Context: an optimization exercise on an open-source flow, tuned for small area, a short achievable clock period and few clock cycles. The choices shown serve that exercise and are no tape-out recipe. At most, simulation tests tie the RTL to the original design; equivalence was not proved.

==> run a: inputs <==
==> flow/design.v <==
`timescale 1ns / 1ps
module process(
	input clk,
	input rst,
	input [23:0] in_pix,
	output reg [5:0] row, col,
	output reg out_we,
	output reg [23:0] out_pix,
	output reg mirror_done,
	output reg gray_done,
	output reg filter_done);
localparam PM = 2'd0, PG = 2'd1, PF = 2'd2;
reg [1:0]  phase, nphase;
reg [1:0]  sub, nsub;
reg [12:0] cnt, ncnt;
wire [6:0]  s = cnt[12:6];
wire [5:0]  i = cnt[5:0];
wire [12:0] cinc = cnt + 13'd1;
wire [12:0] wpos = cnt - 13'd66;
wire        last11 = (cnt[10:0] == 11'd2047);
reg [5:0] nrow, ncol;
reg nwe, nmd, ngd, nfd;
reg f_i0, f_s0, f_ra;
reg nf_i0, nf_s0, nf_ra;
always @(*) begin
	nphase = phase; nsub = sub; ncnt = cnt;
	nrow = row; ncol = col;
	nwe = 1'b0; nmd = 1'b0; ngd = 1'b0; nfd = 1'b0;
	nf_i0 = f_i0; nf_s0 = f_s0; nf_ra = f_ra;
	case (phase)
	PM: begin
		case (sub)
		2'd0: begin
			nsub = 2'd1; nrow = ~{1'b0, cnt[10:6]}; ncol = cnt[5:0]; nwe = 1'b1;
		end
		2'd1: begin
			nsub = 2'd2; nrow = {1'b0, cnt[10:6]}; ncol = cnt[5:0]; nwe = 1'b1;
			nmd = last11; ncnt = cinc;
		end
		default: begin
			nsub = 2'd0;
			if (cnt[11]) begin
				nphase = PG; ncnt = 13'd0; nrow = 6'd0; ncol = 6'd0;
			end else begin
				nrow = {1'b0, cnt[10:6]}; ncol = cnt[5:0];
			end
		end
		endcase
	end
	PG: begin
		nsub = sub + 2'd1;
		case (sub)
		2'd0: begin nrow = cnt[10:5]; ncol = {cnt[4:0], 1'b1}; end
		2'd1: begin ncol = {cnt[4:0], 1'b0}; nwe = 1'b1; end
		2'd2: begin ncol = {cnt[4:0], 1'b1}; nwe = 1'b1; ngd = last11; ncnt = cinc; end
		default: begin
			if (cnt[11]) begin
				nphase = PF; ncnt = 13'd0; nrow = 6'd0; ncol = 6'd0; nwe = 1'b1;
				nf_i0 = 1'b1; nf_s0 = 1'b1; nf_ra = 1'b1;
			end else begin
				nrow = cnt[10:5]; ncol = {cnt[4:0], 1'b0};
			end
		end
		endcase
	end
	default: begin
		case (sub)
		2'd0: begin
			nsub = 2'd1; ncnt = cinc;
			nrow = wpos[11:6];
			ncol = wpos[6] ? wpos[5:0] : ~wpos[5:0];
			nwe = (cnt >= 13'd66) && (cnt <= 13'd4161);
			nfd = (cnt == 13'd4161);
		end
		2'd1: begin
			if (cnt == 13'd4162) begin
				nphase = PM; nsub = 2'd0; ncnt = 13'd0; nrow = 6'd0; ncol = 6'd0;
			end else if (i == 6'd2 && s != 7'd0 && s <= 7'd64) begin
				nsub = 2'd2;
				if (s == 7'd64) begin nrow = 6'd63; ncol = 6'd63; end
				else begin nrow = s[5:0]; ncol = {6{s[0]}}; end
			end else begin
				nsub = 2'd0;
				if (s <= 7'd63) begin
					nrow = s[5:0]; ncol = s[0] ? ~i : i; nwe = 1'b1;
				end else if (s == 7'd64 && i == 6'd0) begin
					nrow = 6'd63; ncol = 6'd63; nwe = 1'b1;
				end
				nf_i0 = (i == 6'd0); nf_s0 = (s == 7'd0); nf_ra = ~cnt[12];
			end
		end
		default: begin
			nsub = 2'd0;
			nrow = s[5:0]; ncol = s[0] ? ~i : i;
			nwe = (s <= 7'd63);
			nf_i0 = 1'b0; nf_s0 = 1'b0; nf_ra = ~cnt[12];
		end
		endcase
	end
	endcase
end
always @(posedge clk) begin
	if (rst) begin
		phase <= PM; sub <= 2'd0; cnt <= 13'd0;
		f_i0 <= 1'b1; f_s0 <= 1'b1; f_ra <= 1'b1;
		row <= 6'd0; col <= 6'd0; out_we <= 1'b0;
		mirror_done <= 1'b0; gray_done <= 1'b0; filter_done <= 1'b0;
	end else begin
		phase <= nphase; sub <= nsub; cnt <= ncnt;
		f_i0 <= nf_i0; f_s0 <= nf_s0; f_ra <= nf_ra;
		row <= nrow; col <= ncol; out_we <= nwe;
		mirror_done <= nmd; gray_done <= ngd; filter_done <= nfd;
	end
end
reg [23:0] P;
reg [7:0]  G0, G1;
reg [8:0]  E;
reg signed [12:0] K, J;
reg rg, rb, gb;
wire [7:0] pr = P[23:16], pg = P[15:8], pb = P[7:0];
wire [7:0] pmax = rg ? (rb ? pr : pb) : (gb ? pg : pb);
wire [7:0] pmin = rg ? (gb ? pb : pg) : (rb ? pb : pr);
wire [8:0] gsum = {1'b0, pmax} + {1'b0, pmin};
wire signed [12:0] pT = P[22:10];
wire [9:0] pH = P[9:0];
wire first = f_i0;
wire signed [12:0] Dn = J - $signed({3'b0, out_pix[9:0]});
wire [7:0] Dcl = Dn[12] ? 8'd0 : (|Dn[11:8]) ? 8'd255 : Dn[7:0];
wire [7:0] g0b = first ? 8'd0 : G0;
wire [9:0] Hn = {1'b0, E} + {2'b0, g0b};
wire signed [12:0] Tn = K - $signed({5'b0, g0b});
wire fA = (phase == PF) && (sub == 2'd0);
wire fB = (phase == PF) && (sub == 2'd1);
always @(posedge clk) begin
	P <= !fB ? in_pix : f_s0 ? 24'd0 : first ? {1'b0, Tn, Hn} : in_pix;
	rg <= in_pix[23:16] > in_pix[15:8];
	rb <= in_pix[23:16] > in_pix[7:0];
	gb <= in_pix[15:8] > in_pix[7:0];
	E <= {1'b0, G0} + {1'b0, G1};
	K <= fA ? K - $signed({3'b0, pH})
	        : $signed({2'b0, G0, 3'b000}) + $signed({5'b0, G0}) - $signed({5'b0, G1});
end
always @(posedge clk) begin
	case (phase)
	PM: out_pix <= in_pix;
	PG: out_pix <= {8'd0, gsum[8:1], 8'd0};
	default: begin
		case (sub)
		2'd0: begin
			out_pix <= {8'd0, Dcl, 8'd0};
			J <= pT;
			G1 <= first ? 8'd0 : G0;
			G0 <= f_ra ? in_pix[15:8] : 8'd0;
		end
		2'd1: out_pix <= {1'b0, Tn, Hn};
		default: ;
		endcase
	end
	endcase
end
endmodule
==> flow/run.sh <==
#!/bin/bash
# synth_recipe.tcl (not shown) runs the flow's synth.tcl, then flattens the netlist and writes it again
# the make line also repeats each setting of config.mk as NAME=value (left out here)
make -C /OpenROAD-flow-scripts/flow DESIGN_CONFIG=/design/flow/config.mk WORK_HOME=/design/flow/orfs CLKGATE_MAP_FILE= SYNTH_SCRIPT=/design/flow/synth_recipe.tcl finish
==> flow/config.mk <==
export PLATFORM = sky130hd
export DESIGN_NAME = process
export DESIGN_NICKNAME = process
export VERILOG_FILES = /design/flow/design.v
export SDC_FILE = /design/flow/constraint.sdc
export NUM_CORES = 4
export LEC_CHECK = 0
export CAP_MARGIN = 20
export CORE_MARGIN = 2
export CORE_UTILIZATION = 45
export PLACE_DENSITY = 0.6
export SLEW_MARGIN = 20
==> flow/constraint.sdc <==
create_clock -name core_clock -period 7.0 [get_ports {clk}]
set_input_delay 1.4000 -clock core_clock [delete_from_list [all_inputs] [get_ports {clk}]]
set_output_delay 1.4000 -clock core_clock [all_outputs]
set_load 0.01 [all_outputs]
==> run b (differences from run a) <==
==> flow/design.v, changed modules only <==
module process(
	input clk,
	input rst,
	input [23:0] in_pix,
	output reg [5:0] row, col,
	output reg out_we,
	output reg [23:0] out_pix,
	output reg mirror_done,
	output reg gray_done,
	output reg filter_done);
localparam PM = 2'd0, PG = 2'd1, PF = 2'd2;
reg [1:0]  phase, nphase;
reg [1:0]  sub, nsub;
reg [12:0] cnt, ncnt;
reg [23:0] P;
reg [7:0]  G0, G1, G2, D;
wire [6:0] s = cnt[12:6];
wire [5:0] i = cnt[5:0];
always @(*) begin
	nphase = phase; nsub = sub; ncnt = cnt;
	case (phase)
	PM: begin
		if (sub == 2'd2) begin
			nsub = 2'd0;
			ncnt = cnt + 13'd1;
			if (cnt[10:0] == 11'd2047) begin nphase = PG; ncnt = 13'd0; end
		end else
			nsub = sub + 2'd1;
	end
	PG: begin
		nsub = sub + 2'd1;
		if (sub == 2'd3) begin
			ncnt = cnt + 13'd1;
			if (cnt[10:0] == 11'd2047) begin nphase = PF; ncnt = 13'd0; end
		end
	end
	default: begin
		if (sub == 2'd0)
			nsub = 2'd1;
		else if (sub == 2'd1) begin
			if (s == 7'd65 && i == 6'd1) begin
				nphase = PM; nsub = 2'd0; ncnt = 13'd0;
			end else if (i == 6'd1 && s != 7'd0) begin
				nsub = 2'd2;
			end else begin
				nsub = 2'd0; ncnt = cnt + 13'd1;
			end
		end else begin
			nsub = 2'd0; ncnt = cnt + 13'd1;
		end
	end
	endcase
end
reg [5:0] nrow, ncol;
reg nwe, nmd, ngd, nfd;
wire [6:0]  nsw = ncnt[12:6];
wire [5:0]  ni  = ncnt[5:0];
wire [12:0] wpos = ncnt - 13'd66;
always @(*) begin
	nrow = 6'd0; ncol = 6'd0; nwe = 1'b0; nmd = 1'b0; ngd = 1'b0; nfd = 1'b0;
	case (nphase)
	PM: begin
		nrow = (nsub == 2'd1) ? ~{1'b0, ncnt[10:6]} : {1'b0, ncnt[10:6]};
		ncol = ncnt[5:0];
		nwe = (nsub != 2'd0);
		nmd = (nsub == 2'd2) && (ncnt[10:0] == 11'd2047);
	end
	PG: begin
		nrow = ncnt[10:5];
		ncol = {ncnt[4:0], nsub[0]};
		nwe = nsub[1];
		ngd = (nsub == 2'd3) && (ncnt[10:0] == 11'd2047);
	end
	default: begin
		case (nsub)
		2'd0: begin
			if (nsw <= 7'd63) begin
				nrow = nsw[5:0];
				ncol = nsw[0] ? ~ni : ni;
				nwe = 1'b1;
			end else if (nsw == 7'd64 && ni == 6'd0) begin
				nrow = 6'd63; ncol = 6'd63; nwe = 1'b1;
			end
		end
		2'd1: begin
			nrow = wpos[11:6];
			ncol = wpos[6] ? wpos[5:0] : ~wpos[5:0];
			nwe = (ncnt >= 13'd66) && (ncnt <= 13'd4161);
			nfd = (nsw == 7'd65) && (ni == 6'd1);
		end
		default: begin
			if (nsw == 7'd64) begin nrow = 6'd63; ncol = 6'd63; end
			else begin nrow = nsw[5:0]; ncol = nsw[0] ? 6'd63 : 6'd0; end
		end
		endcase
	end
	endcase
end
always @(posedge clk) begin
	if (rst) begin
		phase <= PM; sub <= 2'd0; cnt <= 13'd0;
		row <= 6'd0; col <= 6'd0; out_we <= 1'b0;
		mirror_done <= 1'b0; gray_done <= 1'b0; filter_done <= 1'b0;
	end else begin
		phase <= nphase; sub <= nsub; cnt <= ncnt;
		row <= nrow; col <= ncol; out_we <= nwe;
		mirror_done <= nmd; gray_done <= ngd; filter_done <= nfd;
	end
end
wire [7:0] pr = P[23:16], pg = P[15:8], pb = P[7:0];
wire [7:0] mx1 = (pr > pg) ? pr : pg;
wire [7:0] mn1 = (pr > pg) ? pg : pr;
wire [7:0] mx  = (pb > mx1) ? pb : mx1;
wire [7:0] mn  = (pb < mn1) ? pb : mn1;
wire [8:0] gsum = {1'b0, mx} + {1'b0, mn};
wire signed [12:0] pT = P[22:10];
wire [9:0] pH = P[9:0];
wire [7:0] g0m = (i == 6'd0) ? 8'd0 : G0;
wire [9:0] Hn = {2'b0, g0m} + {2'b0, G1} + {2'b0, G2};
wire signed [12:0] Tn = $signed({1'b0, G1, 3'b000}) + $signed({4'b0, G1, 1'b0})
                      - $signed({3'b0, Hn}) - $signed({3'b0, pH});
wire signed [12:0] Dn = pT - $signed({3'b0, Hn});
wire [7:0] Dcl = Dn[12] ? 8'd0 : (|Dn[11:8]) ? 8'd255 : Dn[7:0];
always @(posedge clk) begin
	case (phase)
	PM: out_pix <= in_pix;
	PG: begin
		P <= in_pix;
		if (sub == 2'd1 || sub == 2'd2) out_pix <= {8'd0, gsum[8:1], 8'd0};
	end
	default: begin
		case (sub)
		2'd0: begin
			out_pix <= {8'd0, D, 8'd0};
			G0 <= (s <= 7'd63) ? in_pix[15:8] : 8'd0;
			G1 <= G0;
			G2 <= (i == 6'd1) ? 8'd0 : G1;
		end
		2'd1: begin
			out_pix <= {1'b0, Tn, Hn};
			D <= Dcl;
			P <= (s == 7'd0) ? 24'd0 : (i == 6'd0) ? {1'b0, Tn, Hn} : in_pix;
		end
		default: P <= in_pix;
		endcase
	end
	endcase
end
endmodule
ABC_CLOCK_PERIOD_IN_PS = 2500   (was default)
SETUP_SLACK_MARGIN = 4.3   (was default)
==> run c (differences from run a) <==
==> flow/design.v, changed modules only <==
module process(
	input clk,
	input rst,
	input [23:0] in_pix,
	output reg [5:0] row, col,
	output reg out_we,
	output reg [23:0] out_pix,
	output reg mirror_done,
	output reg gray_done,
	output reg filter_done);
localparam PM = 2'd0, PG = 2'd1, PF = 2'd2;
reg [1:0]  phase, nphase;
reg [1:0]  sub, nsub;
reg [12:0] cnt, ncnt;
wire [6:0]  s = cnt[12:6];
wire [5:0]  i = cnt[5:0];
wire [12:0] cinc = cnt + 13'd1;
wire [12:0] wpos = cnt - 13'd66;
wire        last11 = (cnt[10:0] == 11'd2047);
reg [5:0] nrow, ncol;
reg nwe, nmd, ngd, nfd;
reg f_i0, f_s0, f_ra;
reg nf_i0, nf_s0, nf_ra;
reg f_byp, nf_byp;
always @(*) begin
	nphase = phase; nsub = sub; ncnt = cnt;
	nrow = row; ncol = col;
	nwe = 1'b0; nmd = 1'b0; ngd = 1'b0; nfd = 1'b0;
	nf_i0 = f_i0; nf_s0 = f_s0; nf_ra = f_ra; nf_byp = 1'b0;
	case (phase)
	PM: begin
		case (sub)
		2'd0: begin
			nsub = 2'd1; nrow = ~{1'b0, cnt[10:6]}; ncol = cnt[5:0]; nwe = 1'b1;
		end
		2'd1: begin
			nsub = 2'd2; nrow = {1'b0, cnt[10:6]}; ncol = cnt[5:0]; nwe = 1'b1;
			nmd = last11; ncnt = cinc;
		end
		default: begin
			nsub = 2'd0;
			if (cnt[11]) begin
				nphase = PG; ncnt = 13'd0; nrow = 6'd0; ncol = 6'd0;
			end else begin
				nrow = {1'b0, cnt[10:6]}; ncol = cnt[5:0];
			end
		end
		endcase
	end
	PG: begin
		nsub = sub + 2'd1;
		case (sub)
		2'd0: begin nrow = cnt[10:5]; ncol = {cnt[4:0], 1'b1}; end
		2'd1: begin ncol = {cnt[4:0], 1'b0}; nwe = 1'b1; end
		2'd2: begin ncol = {cnt[4:0], 1'b1}; nwe = 1'b1; ngd = last11; ncnt = cinc; end
		default: begin
			if (cnt[11]) begin
				nphase = PF; ncnt = 13'd0; nrow = 6'd0; ncol = 6'd0; nwe = 1'b1;
				nf_i0 = 1'b1; nf_s0 = 1'b1; nf_ra = 1'b1;
			end else begin
				nrow = cnt[10:5]; ncol = {cnt[4:0], 1'b0};
			end
		end
		endcase
	end
	default: begin
		case (sub)
		2'd0: begin
			nsub = 2'd1; ncnt = cinc; nf_byp = f_i0;
			nrow = wpos[11:6];
			ncol = wpos[6] ? wpos[5:0] : ~wpos[5:0];
			nwe = (cnt >= 13'd66) && (cnt <= 13'd4161);
			nfd = (cnt == 13'd4161);
		end
		2'd1: begin
			if (cnt == 13'd4162) begin
				nphase = PM; nsub = 2'd0; ncnt = 13'd0; nrow = 6'd0; ncol = 6'd0;
			end else if (i == 6'd2 && s != 7'd0 && s <= 7'd64) begin
				nsub = 2'd2;
				if (s == 7'd64) begin nrow = 6'd63; ncol = 6'd63; end
				else begin nrow = s[5:0]; ncol = {6{s[0]}}; end
			end else begin
				nsub = 2'd0;
				if (s <= 7'd63) begin
					nrow = s[5:0]; ncol = s[0] ? ~i : i; nwe = 1'b1;
				end else if (s == 7'd64 && i == 6'd0) begin
					nrow = 6'd63; ncol = 6'd63; nwe = 1'b1;
				end
				nf_i0 = (i == 6'd0); nf_s0 = (cnt <= 13'd64); nf_ra = ~cnt[12];
			end
		end
		default: begin
			nsub = 2'd0;
			nrow = s[5:0]; ncol = s[0] ? ~i : i;
			nwe = (s <= 7'd63);
			nf_i0 = 1'b0; nf_s0 = 1'b0; nf_ra = ~cnt[12];
		end
		endcase
	end
	endcase
end
always @(posedge clk) begin
	if (rst) begin
		phase <= PM; sub <= 2'd0; cnt <= 13'd0;
		f_i0 <= 1'b1; f_s0 <= 1'b1; f_ra <= 1'b1; f_byp <= 1'b0;
		row <= 6'd0; col <= 6'd0; out_we <= 1'b0;
		mirror_done <= 1'b0; gray_done <= 1'b0; filter_done <= 1'b0;
	end else begin
		phase <= nphase; sub <= nsub; cnt <= ncnt;
		f_i0 <= nf_i0; f_s0 <= nf_s0; f_ra <= nf_ra; f_byp <= nf_byp;
		row <= nrow; col <= ncol; out_we <= nwe;
		mirror_done <= nmd; gray_done <= ngd; filter_done <= nfd;
	end
end
reg [23:0] P;
reg [7:0]  G0, G1;
reg [8:0]  E;
reg signed [12:0] K, J;
reg mxr, mxg, mxb, mnr, mng, mnb;
wire [7:0] pr = P[23:16], pg = P[15:8], pb = P[7:0];
wire [7:0] pmax = ({8{mxr}} & pr) | ({8{mxg}} & pg) | ({8{mxb}} & pb);
wire [7:0] pmin = ({8{mnr}} & pr) | ({8{mng}} & pg) | ({8{mnb}} & pb);
wire [8:0] gsum = {1'b0, pmax} + {1'b0, pmin};
wire irg = in_pix[23:16] > in_pix[15:8];
wire irb = in_pix[23:16] > in_pix[7:0];
wire igb = in_pix[15:8] > in_pix[7:0];
wire signed [12:0] pT = P[22:10];
wire [9:0] pH = P[9:0];
wire first = f_i0;
wire signed [12:0] Dn = J - $signed({3'b0, out_pix[9:0]});
wire [7:0] Dcl = Dn[12] ? 8'd0 : (|Dn[11:8]) ? 8'd255 : Dn[7:0];
wire [9:0] Hs = {1'b0, E} + {2'b0, G0};
wire signed [12:0] Ts = K - $signed({5'b0, G0});
wire [9:0] Hn = first ? {1'b0, E} : Hs;
wire signed [12:0] Tn = first ? K : Ts;
wire fA = (phase == PF) && (sub == 2'd0);
wire fB = (phase == PF) && (sub == 2'd1);
always @(posedge clk) begin
	P <= f_byp ? {1'b0, Tn, Hn} : in_pix;
	mxr <= irg & irb;
	mxg <= ~(irg & irb) & igb;
	mxb <= ~(irg & irb) & ~igb;
	mnb <= irb & igb;
	mng <= ~(irb & igb) & irg;
	mnr <= ~(irb & igb) & ~irg;
	E <= {1'b0, G0} + {1'b0, G1};
	K <= fA ? K - $signed({3'b0, f_s0 ? 10'd0 : pH})
	        : $signed({2'b0, G0, 3'b000}) + $signed({5'b0, G0}) - $signed({5'b0, G1});
end
always @(posedge clk) begin
	case (phase)
	PM: out_pix <= in_pix;
	PG: out_pix <= {8'd0, gsum[8:1], 8'd0};
	default: begin
		case (sub)
		2'd0: begin
			out_pix <= {8'd0, Dcl, 8'd0};
			J <= pT;
			G1 <= first ? 8'd0 : G0;
			G0 <= f_ra ? in_pix[15:8] : 8'd0;
		end
		2'd1: out_pix <= {1'b0, Tn, Hn};
		default: ;
		endcase
	end
	endcase
end
endmodule
==> flow/flow/run.sh (new file) <==
#!/bin/bash
# The standard layout (the standard.sh, standard synthesis unchanged),
# except that the port buffers are sky130_fd_sc_hd__buf_2 cells.
# make's full output goes to make.log in the work folder; ORFS keeps each
# step's own log under orfs/logs.
set -euo pipefail
bash standard.sh "BUFFER_PORTS_ARGS=-buffer_cell sky130_fd_sc_hd__buf_2" finish > make.log 2>&1
==> flow/standard.sh (new file) <==
#!/bin/bash
# synth_recipe.tcl (not shown) runs the flow's synth.tcl, then flattens the netlist and writes it again
# the make line also repeats each setting of config.mk as NAME=value (left out here)
make -C /OpenROAD-flow-scripts/flow DESIGN_CONFIG=/design/flow/config.mk WORK_HOME=/design/flow/orfs CLKGATE_MAP_FILE= SYNTH_SCRIPT=/design/flow/synth_recipe.tcl "${@:-finish}"
CORE_UTILIZATION = 50   (was 45)
PLACE_DENSITY = 0.75   (was 0.6)
SETUP_SLACK_MARGIN = 4.1   (was default)
removed: flow/run.sh
==> summary of the runs <==
- Run b passed the timing, DRC and antenna checks. Run a finished with timing, DRC and antenna clean. Run c completed without violations.
- Of run a and run b, run b has the higher critical path depth (gap 19).
- Cell area: run c < run a < run b.
- Non-clock buffer count, highest first: run b, run c, run a.
- In run a the via count is smaller than in run b, by about 7%.
- The highest count of clock-buffer cells in the layout belongs to run b, the lowest to run a.
- In run b the utilization is higher than in run c, by 14 points.
- Maximum frequency, highest first: run c, run a, run b.
- In run c the clock skew is lower than in run b, by 0.0016 ns.
- The highest cell count belongs to run b, the lowest to run c.
- The highest synthesized cell count belongs to run a, the lowest to run b.
==> figures <==
                                                                                               run b        run c        run a
Status                                                                      timing/DRC/antenna clean  timing/DRC/antenna clean  timing/DRC/antenna clean
Count of multi-input gates                                                                       842          907          937
Die height                                                                                  151.2 µm     147.2 µm     156.4 µm
Multi-input logic portion of the cell area                                                    53.38%       55.17%       54.89%
Data arrival time of the critical path                                                       5.57 ns      3.10 ns      3.65 ns
CTS sink cnt                                                                                     113          142          138
Cell Area, Synth                                                                        0.009746 mm²  0.01026 mm²  0.01045 mm²
Inverter count of the layout excluding clock inverters                                           105          105          104
Post-synthesis share of cell area spent on full adders, half adders and majority gates        15.15%       14.78%       14.63%
Post-synthesis mux area share                                                                 2.953%       1.415%       2.621%
Area of the core                                                                         0.02115 mm²  0.02017 mm²  0.02271 mm²
GRT met3 Usage                                                                                5.361%       5.404%       4.985%
Critical path launch point                                                                    cnt[4]   out_pix[0]           rg
Length of routed met3 wiring                                                                 3022 µm      2590 µm      2439 µm
Filler cell count                                                                               1452         1790         2145
Horizontal extent of the die                                                                151.2 µm     147.2 µm     156.4 µm
Sequential share of cell area                                                                 20.47%       29.19%       27.61%
Placed standard-cell area                                                                0.01101 mm²  0.01072 mm²  0.01131 mm²
Global router's overall resource usage                                                        32.65%       27.71%       26.61%
Core Rows                                                                                         53           52           55
Largest net degree at the start of global routing                                                 35           46           36
Initial DRC count                                                                               1010         1268         1025
Testbench counts of run c, summed over its fixed seeds: cycles 363,584.
For run a and run b, only the layout was checked, not whether the RTL still works.

[static timing again, ports no longer ideal]
Ports are ideal in the flow. The routed layouts listed here were re-timed in OpenROAD.
Step 1 sets driving cells, clkbuf_16 on the clock port and buf_2 on the other inputs (assumed; they add their load-dependent delay and slew).
Step 2 moves the port delays by t, midway between the first and last clock arrival at a register: inputs arrive t later, outputs are due t later. That takes back most of the time a late clock gives input paths.
Three values: ideal ports, drivers, drivers and shift; two values: the first two.
run	t (ns)	slack for setup (ns)	worst data-port slew with drivers (ns)
run a	0.479	3.520 / 3.520 / 3.520	0.04
run b	0.474	1.586 / 1.586 / 1.586	0.06
run c	0.473	4.065 / 4.065 / 3.833	0.04
After both steps every run listed still meets setup and hold. The setup slack of run c, which loses most, moves by 0.000 ns with the drivers and by -0.232 ns with both steps.
